What follows belongs to an exercise in optimizing a design on an open flow for small area and a short achievable clock period; a production flow would make more cautious choices.
The RTL was checked by simulation tests, not by an equivalence proof against the original design.

File: run.sh
#!/bin/bash
# synth_recipe.tcl (not shown) runs the flow's synth.tcl, then flattens the netlist and writes it again
# the make line also repeats each setting of config.mk as NAME=value (left out here)
make -C /OpenROAD-flow-scripts/flow DESIGN_CONFIG=/design/flow/config.mk WORK_HOME=/design/flow/orfs CLKGATE_MAP_FILE= SYNTH_SCRIPT=/design/flow/synth_recipe.tcl finish
File: config.mk
export PLATFORM = sky130hd
export DESIGN_NAME = ALU
export DESIGN_NICKNAME = ALU
export VERILOG_FILES = /design/flow/design.v
export SDC_FILE = /design/flow/constraint.sdc
export NUM_CORES = 4
export LEC_CHECK = 0
export CAP_MARGIN = 20
export CORE_MARGIN = 2
export CORE_UTILIZATION = 40
export SLEW_MARGIN = 20
File: constraint.sdc
create_clock -name core_clock -period 180.0 [get_ports {clk}]
set_input_delay 36.0000 -clock core_clock [delete_from_list [all_inputs] [get_ports {clk}]]
set_output_delay 36.0000 -clock core_clock [all_outputs]
set_load 0.01 [all_outputs]
File: design.v
module ALU( clk, rst, sw, c, d, led, dp );
  input [15:0] sw;  
  input clk;
  input rst;
  output reg dp;
  output reg [0:6] c;
  output reg [3:0] d;
  output [15:0] led;  
  reg [2:0] cmd;
  reg signed [5:0] A, B;
  reg [15:0] out;  
  reg [15:0] res;      
  reg [15:0] nxt;      
  reg        nxt_set;
  reg [15:0] out_d;
  reg [5:0] temp;
  reg [13:0] factorial;
  reg [5:0] i;
  reg negFlag;
  reg led15, led14, led13;
  reg led15_d, led14_d, led13_d;
  reg [31:0] count;
  reg [31:0] num;
  reg [1:0] cycle;
  reg [31:0] digit;
  reg [31:0] aboveRadix;
  reg [31:0] belowRadix;
  assign led = {led15, led14, led13, 13'b0};
  always @* begin
    A = sw[15:10];
    B = sw[9:4];
    cmd = sw[3:1];
    factorial = 1;
    negFlag = 0;
    temp = 0;
    aboveRadix = 0;
    belowRadix = 0;
    res = out;
    nxt = 0;
    nxt_set = 0;
    if( (cmd == 3'b010 || cmd == 3'b011) && sw[0] == 1 ) begin
        if( sw[15] == 1 && sw[9] == 1 ) begin
            negFlag = 0;
            A = A * -1;
            B = B * -1;
        end
        if( sw[15] == 1 && sw[9] == 0 ) begin
            negFlag = 1;
            A = A * -1;
        end
        if( sw[15] == 0 && sw[9] == 1 ) begin
            negFlag = 1;
            B = B * -1;
        end
    end
    case(cmd)
      3'b000 : begin  
        nxt = A + B; nxt_set = 1;
      end
      3'b001 : begin  
        nxt = A - B; nxt_set = 1;
      end
      3'b010 : begin  
        nxt = A * B; nxt_set = 1;
        if( sw[0] == 1 )
            res = out >>> 3;
      end
      3'b011 : begin  
        if( B != 0 )
            nxt = A / B;
        nxt_set = 1;
        if( sw[0] == 1 )
            res = out <<< 3;
      end
      3'b100 : begin  
        if( B != 0 )
            nxt = A % B;
        nxt_set = 1;
      end
      3'b101 : begin  
        nxt = A >>> B; nxt_set = 1;
        if( B == 0 )
            res = A;
      end
      3'b110 : begin  
        nxt = A <<< B; nxt_set = 1;
        if( B == 0 )
            res = A;
      end
      default : begin  
        temp = A;
        for( i = 0; i < 50; i=i+1 ) begin
            if( i < A-1 ) begin
               factorial = factorial*temp;
               temp = temp - 1;
            end
        end
        if( A == 0 )
           factorial = 1;
        if( A < 8 )
            res = factorial;
        else
            res = 10000;
      end
    endcase
    if( res[15] == 1 ) begin
        res = (res*-1);
        negFlag = 1;
    end
    led13_d = negFlag;
    if( res > 9999 ) begin
        led15_d = 1;
        nxt = 0; nxt_set = 1;
    end
    else
        led15_d = 0;
    if( cmd == 3'b011 && B == 0 ) begin
        led14_d = 1;
        nxt = 0; nxt_set = 1;
    end
    else
        led14_d = 0;
    if( sw[0] == 1 ) begin
        aboveRadix = res >> 3;
        case(res[2:0])
            3'b000 : belowRadix = 0;
            3'b001 : belowRadix = 12;
            3'b010 : belowRadix = 25;
            3'b011 : belowRadix = 37;
            3'b100 : belowRadix = 50;
            3'b101 : belowRadix = 52;
            3'b110 : belowRadix = 75;
            3'b111 : belowRadix = 87;
            default : belowRadix = 0;
        endcase
        res = aboveRadix*100 + belowRadix;
    end
    out_d = nxt_set ? nxt : res;
  end
  function [0:6] seg( input [31:0] n );
        case( n )
            32'd0: seg = 7'b0000001;
            32'd1: seg = 7'b1001111;
            32'd2: seg = 7'b0010010;
            32'd3: seg = 7'b0000110;
            32'd4: seg = 7'b1001100;
            32'd5: seg = 7'b0100100;
            32'd6: seg = 7'b0100000;
            32'd7: seg = 7'b0001111;
            32'd8: seg = 7'b0000000;
            32'd9: seg = 7'b0000100;
            default: seg = 7'b0000001;
        endcase
  endfunction
  always @ ( posedge clk ) begin
    if( rst ) begin
        out <= 0;
        num <= 0;
        led15 <= 0;
        led14 <= 0;
        led13 <= 0;
        count <= 0;
        cycle <= 0;
        c <= 0;
        d <= 4'b1111;
        dp <= 1;
    end
    else begin
        out <= out_d;
        num <= res;
        led15 <= led15_d;
        led14 <= led14_d;
        led13 <= led13_d;
        count <= count + 32'd1;
        cycle <= count[5:4];
        if( (count%32'd10 == 0) ) begin
            case( cycle )
                2'b00: begin
                    digit = num%32'd10;
                    c <= seg( digit );
                    d <= 4'b1110;
                    dp <= 1;
                end
                2'b01: begin
                    digit = ( num%32'd100 )/32'd10;
                    c <= seg( digit );
                    d <= 4'b1101;
                    dp <= 1;
                end
                2'b10: begin
                    digit = ( num%32'd1000 )/32'd100;
                    c <= seg( digit );
                    d <= 4'b1011;
                    dp <= (sw[0]==1) ? 0 : 1;
                end
                default: begin
                    digit = ( num%32'd10000 )/32'd1000;
                    c <= seg( digit );
                    d <= 4'b0111;
                    dp <= 1;
                end
            endcase
        end
    end
  end
endmodule
==> run notes <==
what timing repair did:
item / 4_1_cts / 5_1_grt
resized for setup: 2 / 157
hold endpoints to repair: 0 / 0
pin swaps: 0 / 6
buffers inserted: 0 / 15
setup endpoints to repair: 4 / 28
placed cells by master, fill, tap and decap left out, types with 229 or more instances in the layout:
cell / Yosys / routed
nand2b_1: 330 / 329
o21ai_0: 552 / 530
buf_4: 20 / 347
o21bai_1: 264 / 261
nor3_1: 328 / 324
and2_1: 229 / 229
ha_1: 1143 / 1142
nand2_1: 2284 / 2280
xnor2_1: 1134 / 1119
nor2_1: 2415 / 2390
inv_1: 2115 / 2114
fa_1: 1874 / 1874
nand3_1: 254 / 253
a21oi_1: 944 / 902
xor2_1: 241 / 237
registers in the layout, indices dropped and copies added, names as in the netlist:
signal / flops
out: 16
c: 7
count: 32
d: 4
cycle: 2
led13: 1
led15: 1
led14: 1
dp: 1
num: 16
cell usage after synthesis, drive strengths merged, types with 254 or more instances:
master	n
o21bai	264
xor2	254
inv	2143
clkbuf	536
nand2	2288
fa	1874
nand3	255
nor2	2417
nand2b	330
a21oi	948
nor3	344
o21ai	613
xnor2	1205
ha	1143
metrics by stage:
step                      hold slack (ns)  area (µm²)  std cells  setup WS [ns]
after floorplan                     0.441      134000      17884          13.64
after global placement              0.477      140000      21952          0.192
after detailed placement            0.474      140000      21952         -0.398
after CTS                           0.484      140000      21968          0.210
after global routing                0.515      141000      21983         0.0426
final                               0.486      141000      21984           6.45
final cells by class:
class | instances | share of cell area
multi-input combinational | 14968 | 0.869
inverter | 2170 | 0.0579
timing repair buffer | 382 | 0.0211
sequential | 81 | 0.0115
clock buffer | 10 | 0.00162
tap | 4366 | 0.0388
antenna | 1 | 0.0000178
clock inverter | 6 | 0.000364
metal layers:
layer | up-vias | part of all wire | global-route usage
met4 | 8 | 0.032 | 0.0706
met5 | - | 0.00015 | 0
met1 | 59787 | 0.45 | 0.339
li1 | 58045 | - | -
met3 | 649 | 0.055 | 0.0196
met2 | 3549 | 0.46 | 0.407
worst max path at each step:
| stage | depth (start not counted) | end | slack (ns) | startpoint |
|---|---|---|---|---|
| floorplan | 515 | num[15]$_SDFF_PP0_ | 13.64 | sw[10] |
| global placement | 502 | num[15]$_SDFF_PP0_ | 0.19 | sw[10] |
| detailed placement | 502 | num[15]$_SDFF_PP0_ | -0.40 | sw[10] |
| CTS | 502 | num[15]$_SDFF_PP0_ | 0.21 | sw[10] |
| global route | 546 | out[14]$_SDFF_PP0_ | 0.04 | sw[10] |
| finish | 497 | num[15]$_SDFF_PP0_ | 6.45 | sw[9] |
worst register-to-register path: cells and delay by family (launching register included):
kind | cells | cell delay, ns
AND/OR/NAND/NOR | 11 | 2.62
buffers and inverters | 5 | 1.05
AO/OA/AOI/OAI | 35 | 12.79
adder cells (fa/ha/maj) | 3 | 0.87
multiplexers | 1 | 0.45
flip-flops | 1 | 0.30
cells by family after synthesis:
kind of cell	Yosys count
AOI/OAI and AO/OA	3401
adders and majority gates	3045
buffers and inverters	2835
other	2
xor gates and xnor gates	1482
muxes	217
DFF	81
and+or+nand+nor	6642
==> impl_metrics.env <==
export IMPL_clockRootBuffer="clkbuf_16"
export IMPL_finalCriticalPeriod_ns=173.55
export IMPL_fin_util=0.426
export IMPL_syn_inst=17705
export IMPL_required_ns=180.26
export IMPL_fp_coreArea_um2=331000
export IMPL_worst_pin_slew_ns=1.15
export IMPL_post_drt_wl_per_cell_um=18.9
export IMPL_globalplace_congestion=0.922
export IMPL_critical_path_max_stage_delay_ns=0.81
export IMPL_whs_path_depth=2
export IMPL_rsz0062_at_grt="no"
export IMPL_synthToLayoutAreaGrowth_pct=5.79
export IMPL_cpMostUsedCell="fa_1"
export IMPL_synth_area_um2=133000
export IMPL_reg2regPathDepth=55
export IMPL_ys_types=134
export IMPL_dp_hpwl_um=342000
export IMPL_end_kind="flop"
export IMPL_die_area_um2=338000
export IMPL_synth_area_leaders="fa_1, ha_1, xnor2_1, nor2_1, nand2_1"
export IMPL_ys_warn_count=1
export IMPL_vias=122038
export IMPL_cts_tree="built"
export IMPL_slew_headroom=0.223
export IMPL_synth_edf_count=0
export IMPL_seq_area_um2=1620
export IMPL_hold_buffers=0
export IMPL_async_reset_ff_frac=0
export IMPL_timing_rr_start="num[11]$_SDFF_PP0_"
export IMPL_fin_crit_sh=0.964
export IMPL_max_clock_freq_mhz=5.76
export IMPL_whs_endpoint="c[6]$_SDFFE_PP0N_"
export IMPL_multi_input_area_um2=122000
export IMPL_fin_nets=20647
export IMPL_antenna_found_initial=5
export IMPL_wl_um=415000
export IMPL_final_setup_viol_count=0
export IMPL_row_count=211
export IMPL_die_y_um=581
export IMPL_clock_latency_ns=0.39
export IMPL_routed_via_density=5.55
export IMPL_worstPathMaxFanout=28
export IMPL_clk_path_buf_depth=2
export IMPL_synth_top_family_by_area="adder cells"
export IMPL_ff2ff_setup_slack_ns=161.81
export IMPL_cp_arrival_ns=173.81
export IMPL_slowest_stage="clkdlybuf4s50_1"
export IMPL_synth_xor_area_frac=0.108
export IMPL_hold_path_class="flop to flop"
export IMPL_die_w_um=581
export IMPL_crit_type="input pin to flop"
export IMPL_path_delay_family="adder cells"
export IMPL_fin_skew_ns=0.00954
export IMPL_dr_pass1_iters=8
export IMPL_gr_total_overflow=0
export IMPL_synth_top_area_cell="fa_1"
export IMPL_yosysTopAreaCellShare=0.282
export IMPL_grt_usage=0.245
export IMPL_status="no timing/DRC/antenna violations"
export IMPL_drv_cap=0
export IMPL_nFillCells=34170
export IMPL_timing_rr_end="c[4]$_SDFFE_PP0N_"
export IMPL_path_clk_slew_ns=0.07
export IMPL_ys_seq_elements=81
export IMPL_drc=0
export IMPL_cts_buffers=9
export IMPL_fin_setup_tns_ns=0
export IMPL_synth_compound_area_frac=0.170
export IMPL_synthSimpleGateAreaFrac=0.221
export IMPL_portBuffers=32
export IMPL_cp_num_buf_inv=64
export IMPL_seq_area_frac_synth=0.0122
export IMPL_finalMaxSlewViolations=0
export IMPL_synth_ff_type="dfxtp_1"
export IMPL_detail_route_antenna_nets=0
export IMPL_crit_path_start_kind="input pin"
export IMPL_grt_pass1_wl_um=678000
export IMPL_start_util=0.403
export IMPL_hold_violations=0
export IMPL_synthMuxAreaShare=0.0173
export IMPL_clock_sinks=81
export IMPL_grt_pass1_vias=122260
export IMPL_drt_iter0_drc=9535
export IMPL_cts_max_level=3
export IMPL_drive_gt1_frac=0.0587
export IMPL_syn_area_per_cell_um2=7.52
export IMPL_synthAdderAreaFrac=0.391
export IMPL_grt_max_degree=64
export IMPL_io_pins=46
export IMPL_hp_start="c[6]$_SDFFE_PP0N_"

-- re-timing with driven ports --
The results above use ideal ports. As a check the final layout listed here was re-extracted and re-timed, cells and wires unchanged. Step 1: set_driving_cell puts a clkbuf_16 on clk and a buf_2 on each other input, an assumption about the parent block. Step 2, shift: input delay + t, output delay - t, t = (earliest + latest rising clock arrival at the registers) / 2. This alone moves slack from input paths to output paths. Slacks: ideal ports / drivers / drivers and shift; pairs: ideal ports / drivers.
shift t [ns]: 0.439
setup WS [ns]: 6.447 / 6.478 / 6.039
hold slack, ns: 0.486 / 0.486 / 0.486
worst register clock-pin slew, ns: 0.08 / 0.08
After both steps this run still meets setup and hold. For this run, drivers alone change the setup slack by +0.031 ns; drivers and shift together by -0.408 ns.
